Background: an optimization exercise with open tools, aiming at small area. Do not read the settings as production practice. The RTL was checked by simulation tests, not by an equivalence proof against the original design. The flow treats the clock pin as an ideal source. Dropping or thinning the clock tree relies on that and would not hold on a real chip. No activity file was given, so power comes from the tool's default toggle rates.

run A:
Design sev_seg_dis, start of the top module:
module sev_seg_dis(
    input rst,
    input btnU,
    input btnC,
    input btnD,
    input clk,
    input btnL,
    input btnR,
    output reg [6:0] seg,
    output [3:0] an,
    output [15:0] led
    );
Settings: LEC_CHECK=0, CAP_MARGIN=20, CORE_MARGIN=2, CORE_UTILIZATION=60, CTS_BUF_LIST=sky130_fd_sc_hd__clkbuf_8, SLEW_MARGIN=20; clock period 15.0 ns.
standard.sh (not shown) runs the stock make flow with config.mk's settings and CLKGATE_MAP_FILE= SYNTH_SCRIPT=/design/flow/synth_recipe.tcl, a recipe that flattens the netlist after the stock synthesis.
==> flow/flow/run.sh <==
#!/bin/bash
# Own layout flow: the standard flow, except that synthesis maps the logic
# for area (no full-adder extraction or Kogge-Stone carry chains, and an ABC
# script with &deepsyn and area-oriented mapping with extra effort). Registers are untouched, so
# they keep the standard synthesis's names and cell types. Port buffers are
# buf_1 cells, and the clock reaches the registers through one level of
# clkbuf_16 cells (cts_fix.tcl) instead of CTS's tree. Every tool's output
# goes to a log in this folder (orfs/logs/... and the *.log files here).
set -euo pipefail
W=$(pwd)
F=$W/flow

# synthesis body: ORFS's synth.tcl with the two changes above
python3 - "$FLOW_HOME/scripts/synth.tcl" "$W/synth_body.tcl" "$F/abc_area.script" <<'PY'
import sys
src, dst, scr = sys.argv[1:4]
t = open(src).read()
a = '"-extra-map $::env(FLOW_HOME)/platforms/common/lcu_kogge_stone.v"'
assert t.count(a) == 1
t = t.replace(a, '""')
a = "if {\n  [env_var_exists_and_non_empty ADDER_MAP_FILE] &&"
assert t.count(a) == 1
t = t.replace(a, "if {\n  0 && [env_var_exists_and_non_empty ADDER_MAP_FILE] &&")
a = "  log_cmd abc {*}$abc_args\n"
assert t.count(a) == 1
t = t.replace(a, "  set abc_args [lreplace $abc_args 1 1 {%s}]\n" % scr + a)
open(dst, "w").write(t)
PY
sed "s#source \$::env(SCRIPTS_DIR)/synth.tcl#source {$W/synth_body.tcl}#" synth_recipe.tcl > my_synth.tcl
grep -q "synth_body.tcl" my_synth.tcl
sed "s#SYNTH_SCRIPT=[^ ]*#SYNTH_SCRIPT=$W/my_synth.tcl#" standard.sh > my_standard.sh
grep -q "SYNTH_SCRIPT=$W/my_synth.tcl" my_standard.sh

# layout up to clock tree synthesis, then a one-level clock tree in place of
# CTS's (cts_fix.tcl), then the rest of the standard flow
bash my_standard.sh BUFFER_PORTS_ARGS="-buffer_cell sky130_fd_sc_hd__buf_1" cts > flow_make_cts.log 2>&1
R=$W/orfs/results/$FLOW_PLATFORM/sev_seg_dis/base
cp "$R/4_cts.odb" "$W/4_cts_ctstool.odb"
IN="$W/4_cts_ctstool.odb" OUT="$R/4_cts.odb" NBUF=3 NX=3 \
  BUFCELL=sky130_fd_sc_hd__clkbuf_16 CLKNET=clk \
  LIB="$FLOW_HOME/platforms/$FLOW_PLATFORM/lib/sky130_fd_sc_hd__tt_025C_1v80.lib" \
  openroad -no_init -exit "$F/cts_fix.tcl" > cts_fix.log 2>&1
touch "$R/4_cts.odb"
bash my_standard.sh BUFFER_PORTS_ARGS="-buffer_cell sky130_fd_sc_hd__buf_1" finish > flow_make.log 2>&1
==> flow/flow/abc_area.script <==
strash
&get -n
&st
&deepsyn -J 20 -T 200
&dch -f
&nf -a -p -C 32 -F 8 -A 4 -R 1000
&put
==> flow/flow/cts_fix.tcl <==
# Rebuilds the clock tree that CTS built as a single level: the clock port
# drives NBUF clock buffers (BUFCELL), each driving the flip-flops of one of
# NX columns by NBUF/NX rows of the core. CTS's buffers and dummy loads are
# removed. Reads $IN, writes $OUT.
read_liberty $::env(LIB)
read_db $::env(IN)
set db [ord::get_db]
set block [ord::get_db_block]
set nbuf $::env(NBUF)
set master [$db findMaster $::env(BUFCELL)]
set clk [$block findNet $::env(CLKNET)]

# the CTS buffers: everything reached from the clock net through buffers
set bufs {}
set sinks {}
set nets [list $clk]
set seen [dict create]
while {[llength $nets]} {
  set n [lindex $nets 0]
  set nets [lrange $nets 1 end]
  foreach it [$n getITerms] {
    set inst [$it getInst]
    set m [[$inst getMaster] getName]
    if {[$it isOutputSignal]} { continue }
    set drives 0
    foreach o [$inst getITerms] {
      if {[$o isOutputSignal] && [$o getNet] != "NULL"} { set drives 1 }
    }
    set name [$inst getName]
    if {!$drives && ![string match "*df*" $m]} {
      # CTS's dummy loads: cells on the clock whose output drives nothing
      if {![dict exists $seen $name]} { dict set seen $name 1; lappend bufs $inst }
      continue
    }
    if {[string match "*clkbuf*" $m] || [string match "sky130_fd_sc_hd__buf_*" $m]} {
      if {[dict exists $seen $name]} { continue }
      dict set seen $name 1
      lappend bufs $inst
      foreach o [$inst getITerms] {
        if {[$o isOutputSignal] && [$o getNet] != "NULL"} { lappend nets [$o getNet] }
      }
    } else {
      lappend sinks $it
    }
  }
}
puts "cts_fix: [llength $bufs] buffers, [llength $sinks] sinks"

# sinks sorted by x, split into nbuf strips
set xs {}
foreach it $sinks {
  set inst [$it getInst]
  set loc [$inst getLocation]
  lappend xs [list [lindex $loc 0] [lindex $loc 1] $it]
}
set xs [lsort -integer -index 0 $xs]

# remove the old tree
foreach inst $bufs {
  foreach it [$inst getITerms] {
    set n [$it getNet]
    if {$n != "NULL" && $n != $clk} {
      foreach s [$n getITerms] { $s disconnect }
      odb::dbNet_destroy $n
    }
  }
  odb::dbInst_destroy $inst
}

set nx $::env(NX)
set ny [expr {$nbuf / $nx}]
set groups {}
set percol [expr {int(ceil(double([llength $xs]) / $nx))}]
for {set i 0} {$i < $nx} {incr i} {
  set col [lsort -integer -index 1 [lrange $xs [expr {$i * $percol}] [expr {($i + 1) * $percol - 1}]]]
  set perrow [expr {int(ceil(double([llength $col]) / $ny))}]
  for {set j 0} {$j < $ny} {incr j} {
    lappend groups [lrange $col [expr {$j * $perrow}] [expr {($j + 1) * $perrow - 1}]]
  }
}
for {set b 0} {$b < $nbuf} {incr b} {
  set group [lindex $groups $b]
  if {![llength $group]} { continue }
  set sx 0; set sy 0
  foreach g $group { incr sx [lindex $g 0]; incr sy [lindex $g 1] }
  set cx [expr {$sx / [llength $group]}]
  set cy [expr {$sy / [llength $group]}]
  set inst [odb::dbInst_create $block $master "clkfix_buf_$b"]
  $inst setLocation $cx $cy
  $inst setPlacementStatus PLACED
  set net [odb::dbNet_create $block "clkfix_net_$b"]
  $net setSigType CLOCK
  [$inst findITerm A] connect $clk
  [$inst findITerm X] connect $net
  foreach g $group { [lindex $g 2] connect $net }
  puts "cts_fix: buffer $b at $cx $cy drives [llength $group] sinks"
  foreach g $group { set ii [[lindex $g 2] getInst]; if {![string match "*df*" [[$ii getMaster] getName]]} { puts "cts_fix: non-flop sink [$ii getName] [[$ii getMaster] getName]" } }
}
detailed_placement
check_placement
write_db $::env(OUT)
Run A finished every stage and its layout cleared the timing, DRC and antenna checks.
### run A -> run B
- CORE_UTILIZATION changed from 60 to 40
diff --git a/flow/flow/run.sh b/flow/flow/run.sh
--- a/flow/flow/run.sh
+++ b/flow/flow/run.sh
@@ -5,5 +5,6 @@
 # they keep the standard synthesis's names and cell types. Port buffers are
 # buf_1 cells, and the clock reaches the registers through one level of
-# clkbuf_16 cells (cts_fix.tcl) instead of CTS's tree. Every tool's output
+# clkbuf_16 cells (cts_fix.tcl) instead of CTS's tree. Timing-driven global
+# placement keeps none of its trial resizing (GPL_KEEP_OVERFLOW=0). Every tool's output
 # goes to a log in this folder (orfs/logs/... and the *.log files here).
 set -euo pipefail
@@ -34,5 +35,5 @@
 # layout up to clock tree synthesis, then a one-level clock tree in place of
 # CTS's (cts_fix.tcl), then the rest of the standard flow
-bash my_standard.sh BUFFER_PORTS_ARGS="-buffer_cell sky130_fd_sc_hd__buf_1" cts > flow_make_cts.log 2>&1
+bash my_standard.sh GPL_KEEP_OVERFLOW=0 BUFFER_PORTS_ARGS="-buffer_cell sky130_fd_sc_hd__buf_1" cts > flow_make_cts.log 2>&1
 R=$W/orfs/results/$FLOW_PLATFORM/sev_seg_dis/base
 cp "$R/4_cts.odb" "$W/4_cts_ctstool.odb"
@@ -42,3 +43,3 @@
   openroad -no_init -exit "$F/cts_fix.tcl" > cts_fix.log 2>&1
 touch "$R/4_cts.odb"
-bash my_standard.sh BUFFER_PORTS_ARGS="-buffer_cell sky130_fd_sc_hd__buf_1" finish > flow_make.log 2>&1
+bash my_standard.sh GPL_KEEP_OVERFLOW=0 BUFFER_PORTS_ARGS="-buffer_cell sky130_fd_sc_hd__buf_1" finish > flow_make.log 2>&1
==> comparison <==
- From run A to run B the numbers moved as follows: post-route total power +7.9 µW; synthesized flop and latch total now sits at about the same level.
- Data arrival time of the critical path: run B > run A
- On via count: run B sits below run A.
- Compare run B and run A | final cell count higher: run B
- Relative to run A, layout overhead on the synthesized area increased by 1.2 points in run B.
- Run B has DRC marker count from the first detailed-route iteration above what run A had.
- Fraction of power consumed by combinational cells, run B and run A, higher one = run B.
- Between run A and run B, the flow reports number of rows created at floorplan increasing by more than 10%.
- The xor/xnor cell area share of the yosys netlist was comparable across run B and run A.
diff inputs: run B => run C
diff --git a/flow/flow/run.sh b/flow/flow/run.sh
--- a/flow/flow/run.sh
+++ b/flow/flow/run.sh
@@ -2,9 +2,8 @@
 # Own layout flow: the standard flow, except that synthesis maps the logic
 # for area (no full-adder extraction or Kogge-Stone carry chains, and an ABC
-# script with &deepsyn and area-oriented mapping with extra effort). Registers are untouched, so
+# script with &deepsyn and area-oriented mapping). Registers are untouched, so
 # they keep the standard synthesis's names and cell types. Port buffers are
 # buf_1 cells, and the clock reaches the registers through one level of
-# clkbuf_16 cells (cts_fix.tcl) instead of CTS's tree. Timing-driven global
-# placement keeps none of its trial resizing (GPL_KEEP_OVERFLOW=0). Every tool's output
+# clkbuf_16 cells (cts_fix.tcl) instead of CTS's tree. Every tool's output
 # goes to a log in this folder (orfs/logs/... and the *.log files here).
 set -euo pipefail
@@ -35,11 +34,11 @@
 # layout up to clock tree synthesis, then a one-level clock tree in place of
 # CTS's (cts_fix.tcl), then the rest of the standard flow
-bash my_standard.sh GPL_KEEP_OVERFLOW=0 BUFFER_PORTS_ARGS="-buffer_cell sky130_fd_sc_hd__buf_1" cts > flow_make_cts.log 2>&1
+bash my_standard.sh BUFFER_PORTS_ARGS="-buffer_cell sky130_fd_sc_hd__buf_1" cts > flow_make_cts.log 2>&1
 R=$W/orfs/results/$FLOW_PLATFORM/sev_seg_dis/base
 cp "$R/4_cts.odb" "$W/4_cts_ctstool.odb"
-IN="$W/4_cts_ctstool.odb" OUT="$R/4_cts.odb" NBUF=3 NX=3 \
+IN="$W/4_cts_ctstool.odb" OUT="$R/4_cts.odb" NBUF=4 NX=2 \
   BUFCELL=sky130_fd_sc_hd__clkbuf_16 CLKNET=clk \
   LIB="$FLOW_HOME/platforms/$FLOW_PLATFORM/lib/sky130_fd_sc_hd__tt_025C_1v80.lib" \
   openroad -no_init -exit "$F/cts_fix.tcl" > cts_fix.log 2>&1
 touch "$R/4_cts.odb"
-bash my_standard.sh GPL_KEEP_OVERFLOW=0 BUFFER_PORTS_ARGS="-buffer_cell sky130_fd_sc_hd__buf_1" finish > flow_make.log 2>&1
+bash my_standard.sh BUFFER_PORTS_ARGS="-buffer_cell sky130_fd_sc_hd__buf_1" finish > flow_make.log 2>&1
==> flow/flow/abc_area.script <==
strash
&get -n
&st
&deepsyn -J 20 -T 200
&dch -f
&nf -a -R 1000
&put
diff --git a/flow/flow/cts_fix.tcl b/flow/flow/cts_fix.tcl
--- a/flow/flow/cts_fix.tcl
+++ b/flow/flow/cts_fix.tcl
@@ -1,6 +1,5 @@
-# Rebuilds the clock tree that CTS built as a single level: the clock port
-# drives NBUF clock buffers (BUFCELL), each driving the flip-flops of one of
-# NX columns by NBUF/NX rows of the core. CTS's buffers and dummy loads are
-# removed. Reads $IN, writes $OUT.
+# Rebuild the clock tree built by CTS as a single level: the clock port drives
+# NBUF clock buffers, each driving the flip-flops of one vertical strip of the
+# core. Reads $IN, writes $OUT.
 read_liberty $::env(LIB)
 read_db $::env(IN)
==> comparison <==
- Run C completed every stage of the flow, and the final layout passed the timing, DRC and antenna checks.
- The achievable clock frequency of run C exceeds that of run B by 17%.
- Looking only at die footprint, and setting everything else aside, the higher value of run B and run C goes to run C.
- Summary: with run B as the reference, per-cell via count in the routed design in run C moved down slightly.
- Comparing run B and run C, vertical extent of the die is lower on run B.
- Run C reports its cell type of the slowest stage on the worst timing path as sky130_fd_sc_hd__a2111oi_0 while run B reports sky130_fd_sc_hd__clkinv_1.
- Worst setup slack (higher): run C
- Max gate count after technology mapping across run B and run C: run C
- For the number of buffer and inverter stages on the critical path, run C came in 1 higher than run B did.
- The core of run C is more densely filled than that of run B.
- Run C ends up with lower critical path data arrival time than run B does.
- Run C ends up with higher leakage power total than run B does.
- Cell count: run C higher than run B
No run of this note takes its clock network from TritonCTS; it comes from the design's own scripts or RTL.

========
build 44:
sev_seg_dis again, from the RTL that the note above started with.
// sev_seg_dis
module sev_seg_dis(
    input rst,
    input btnU,
    input btnC,
    input btnD,
    input clk,
    input btnL,
    input btnR,
    output reg [6:0] seg,
    output [3:0] an,
    output [15:0] led
    );
Settings: LEC_CHECK=0, CAP_MARGIN=20, CORE_MARGIN=2, CORE_UTILIZATION=40, CTS_BUF_LIST=sky130_fd_sc_hd__clkbuf_8, SLEW_MARGIN=20; clock period 15.0 ns.
==> flow/flow/run.sh <==
#!/bin/bash
# Own layout flow: the standard flow, except that synthesis maps the logic
# for area (no full-adder extraction or Kogge-Stone carry chains, and an ABC
# script with &deepsyn and area-oriented mapping). Registers are untouched, so
# they keep the standard synthesis's names and cell types. Port buffers are
# buf_1 cells, and the clock reaches the registers through one level of
# clkbuf_16 cells (cts_fix.tcl) instead of CTS's tree. Every tool's output
# goes to a log in this folder (orfs/logs/... and the *.log files here).
set -euo pipefail
W=$(pwd)
F=$W/flow

# synthesis body: ORFS's synth.tcl with the two changes above
python3 - "$FLOW_HOME/scripts/synth.tcl" "$W/synth_body.tcl" "$F/abc_area.script" <<'PY'
import sys
src, dst, scr = sys.argv[1:4]
t = open(src).read()
a = '"-extra-map $::env(FLOW_HOME)/platforms/common/lcu_kogge_stone.v"'
assert t.count(a) == 1
t = t.replace(a, '""')
a = "if {\n  [env_var_exists_and_non_empty ADDER_MAP_FILE] &&"
assert t.count(a) == 1
t = t.replace(a, "if {\n  0 && [env_var_exists_and_non_empty ADDER_MAP_FILE] &&")
a = "  log_cmd abc {*}$abc_args\n"
assert t.count(a) == 1
t = t.replace(a, "  set abc_args [lreplace $abc_args 1 1 {%s}]\n" % scr + a)
open(dst, "w").write(t)
PY
sed "s#source \$::env(SCRIPTS_DIR)/synth.tcl#source {$W/synth_body.tcl}#" synth_recipe.tcl > my_synth.tcl
grep -q "synth_body.tcl" my_synth.tcl
sed "s#SYNTH_SCRIPT=[^ ]*#SYNTH_SCRIPT=$W/my_synth.tcl#" standard.sh > my_standard.sh
grep -q "SYNTH_SCRIPT=$W/my_synth.tcl" my_standard.sh

# layout up to clock tree synthesis, then a one-level clock tree in place of
# CTS's (cts_fix.tcl), then the rest of the standard flow
bash my_standard.sh BUFFER_PORTS_ARGS="-buffer_cell sky130_fd_sc_hd__buf_1" cts > flow_make_cts.log 2>&1
R=$W/orfs/results/$FLOW_PLATFORM/sev_seg_dis/base
cp "$R/4_cts.odb" "$W/4_cts_ctstool.odb"
IN="$W/4_cts_ctstool.odb" OUT="$R/4_cts.odb" NBUF=3 NX=3 \
  BUFCELL=sky130_fd_sc_hd__clkbuf_16 CLKNET=clk \
  LIB="$FLOW_HOME/platforms/$FLOW_PLATFORM/lib/sky130_fd_sc_hd__tt_025C_1v80.lib" \
  openroad -no_init -exit "$F/cts_fix.tcl" > cts_fix.log 2>&1
touch "$R/4_cts.odb"
bash my_standard.sh BUFFER_PORTS_ARGS="-buffer_cell sky130_fd_sc_hd__buf_1" finish > flow_make.log 2>&1
==> flow/flow/abc_area.script <==
strash
&get -n
&st
&deepsyn -J 20 -T 200
&dch -f
&nf -a -R 1000
&put
Other scripts of this flow, unchanged in this note and not shown: flow/flow/cts_fix.tcl
### build 44 -> build 26
- a change of CORE_UTILIZATION from 40 to 75
-- flow/flow/run.sh --
<<< build 44, line 4
# script with &deepsyn and area-oriented mapping). Registers are untouched, so
>>> build 26, line 4
# script with &deepsyn and area-oriented mapping with extra effort). Registers are untouched, so
-- flow/flow/abc_area.script --
<<< build 44, line 6
&nf -a -R 1000
>>> build 26, line 6
&nf -a -p -C 32 -F 8 -A 4 -R 1000
### Flow results
Overall power of the completed layout sits lower in build 26 than in build 44.
Every run (build 26 and build 44) finished clean.
Taking build 44 as the reference, in build 26 routed wire length moved up, met2 demand-to-capacity share in global routing saw an increase.
Changes in build 11 relative to build 26:
- swapping 75 for 40 in CORE_UTILIZATION
Findings:
Compared with build 26, row count in build 11 increased by more than a quarter. From build 26 to build 11 the numbers moved as follows: minimum clock period decreased by 370 ps relative to the old numbers, total of flip-flops plus latches after synthesis saw little to no change. Per the comparison of build 11 with build 26, initial core utilization decreased by 36 points relative to the old numbers; cell area +about 2.1%; final cycle utilization of the critical path has decreased. When build 11 is measured against build 26, its final-layout worst hold slack turns out 13 ps higher. When the final numbers for build 11 and build 26 were put side by side, the logic gate share of total power turned out to be smaller in build 11. Taking build 26 as 1.0, build 11 lands at 0.917 on total via count in the routed design. Build 11 ends up with a headroom to the max-slew limit that is 4.4 points lower than in build 26.
> inputs changed (build 11 -> build 19)
-- flow/flow/run.sh --
<<< build 11, line 36
bash my_standard.sh BUFFER_PORTS_ARGS="-buffer_cell sky130_fd_sc_hd__buf_1" cts > flow_make_cts.log 2>&1
>>> build 19, line 36
bash my_standard.sh GPL_KEEP_OVERFLOW=0 BUFFER_PORTS_ARGS="-buffer_cell sky130_fd_sc_hd__buf_1" cts > flow_make_cts.log 2>&1
<<< build 11, line 44
bash my_standard.sh BUFFER_PORTS_ARGS="-buffer_cell sky130_fd_sc_hd__buf_1" finish > flow_make.log 2>&1
>>> build 19, line 44
bash my_standard.sh GPL_KEEP_OVERFLOW=0 BUFFER_PORTS_ARGS="-buffer_cell sky130_fd_sc_hd__buf_1" finish > flow_make.log 2>&1
Results
Maximum frequency, build 11 and build 19: lower on build 19. The post-synthesis adder-cell area fraction of build 11 and that of build 19 are within noise of each other. Diff build 11..build 19 | critical path depth | unchanged. Looking at fraction of power consumed by sequential logic across build 11 and build 19, the one that comes out higher is build 19.
In every run of this note, the design's own scripts or RTL, not TritonCTS, make the clock network.

## port drivers added, routing unchanged
No port has a modelled driver above. Below, the same layouts with a new extraction and two added sets of constraints. Step 1 assumes that a clkbuf_16 drives the clock port and a buf_2 every other input. Step 2 moves the port delays by t, midway between the first and last clock arrival at a register: inputs arrive t later, outputs are due t later. That takes back most of the time a late clock gives input paths. Slacks: ideal / step 1 / step 2; pairs: ideal / step 1.
run | t (ns) | setup WS [ns] | pins driven straight from the clock port
run A | 0.224 | 7.339 / 7.381 / 7.157 | 3
run B | 0.232 | 6.187 / 6.237 / 6.005 | 3
run C | 0.238 | 7.468 / 7.530 / 7.292 | 4
build 44 | 0.229 | 7.461 / 7.505 / 7.275 | 3
build 26 | 0.228 | 6.709 / 6.749 / 6.520 | 3
build 11 | 0.234 | 7.079 / 7.127 / 6.893 | 3
build 19 | 0.232 | 6.187 / 6.237 / 6.005 | 3
After both steps setup and hold are still met in every run listed. For build 26, which loses most, drivers alone change the setup slack by +0.040 ns; drivers and shift together by -0.189 ns.
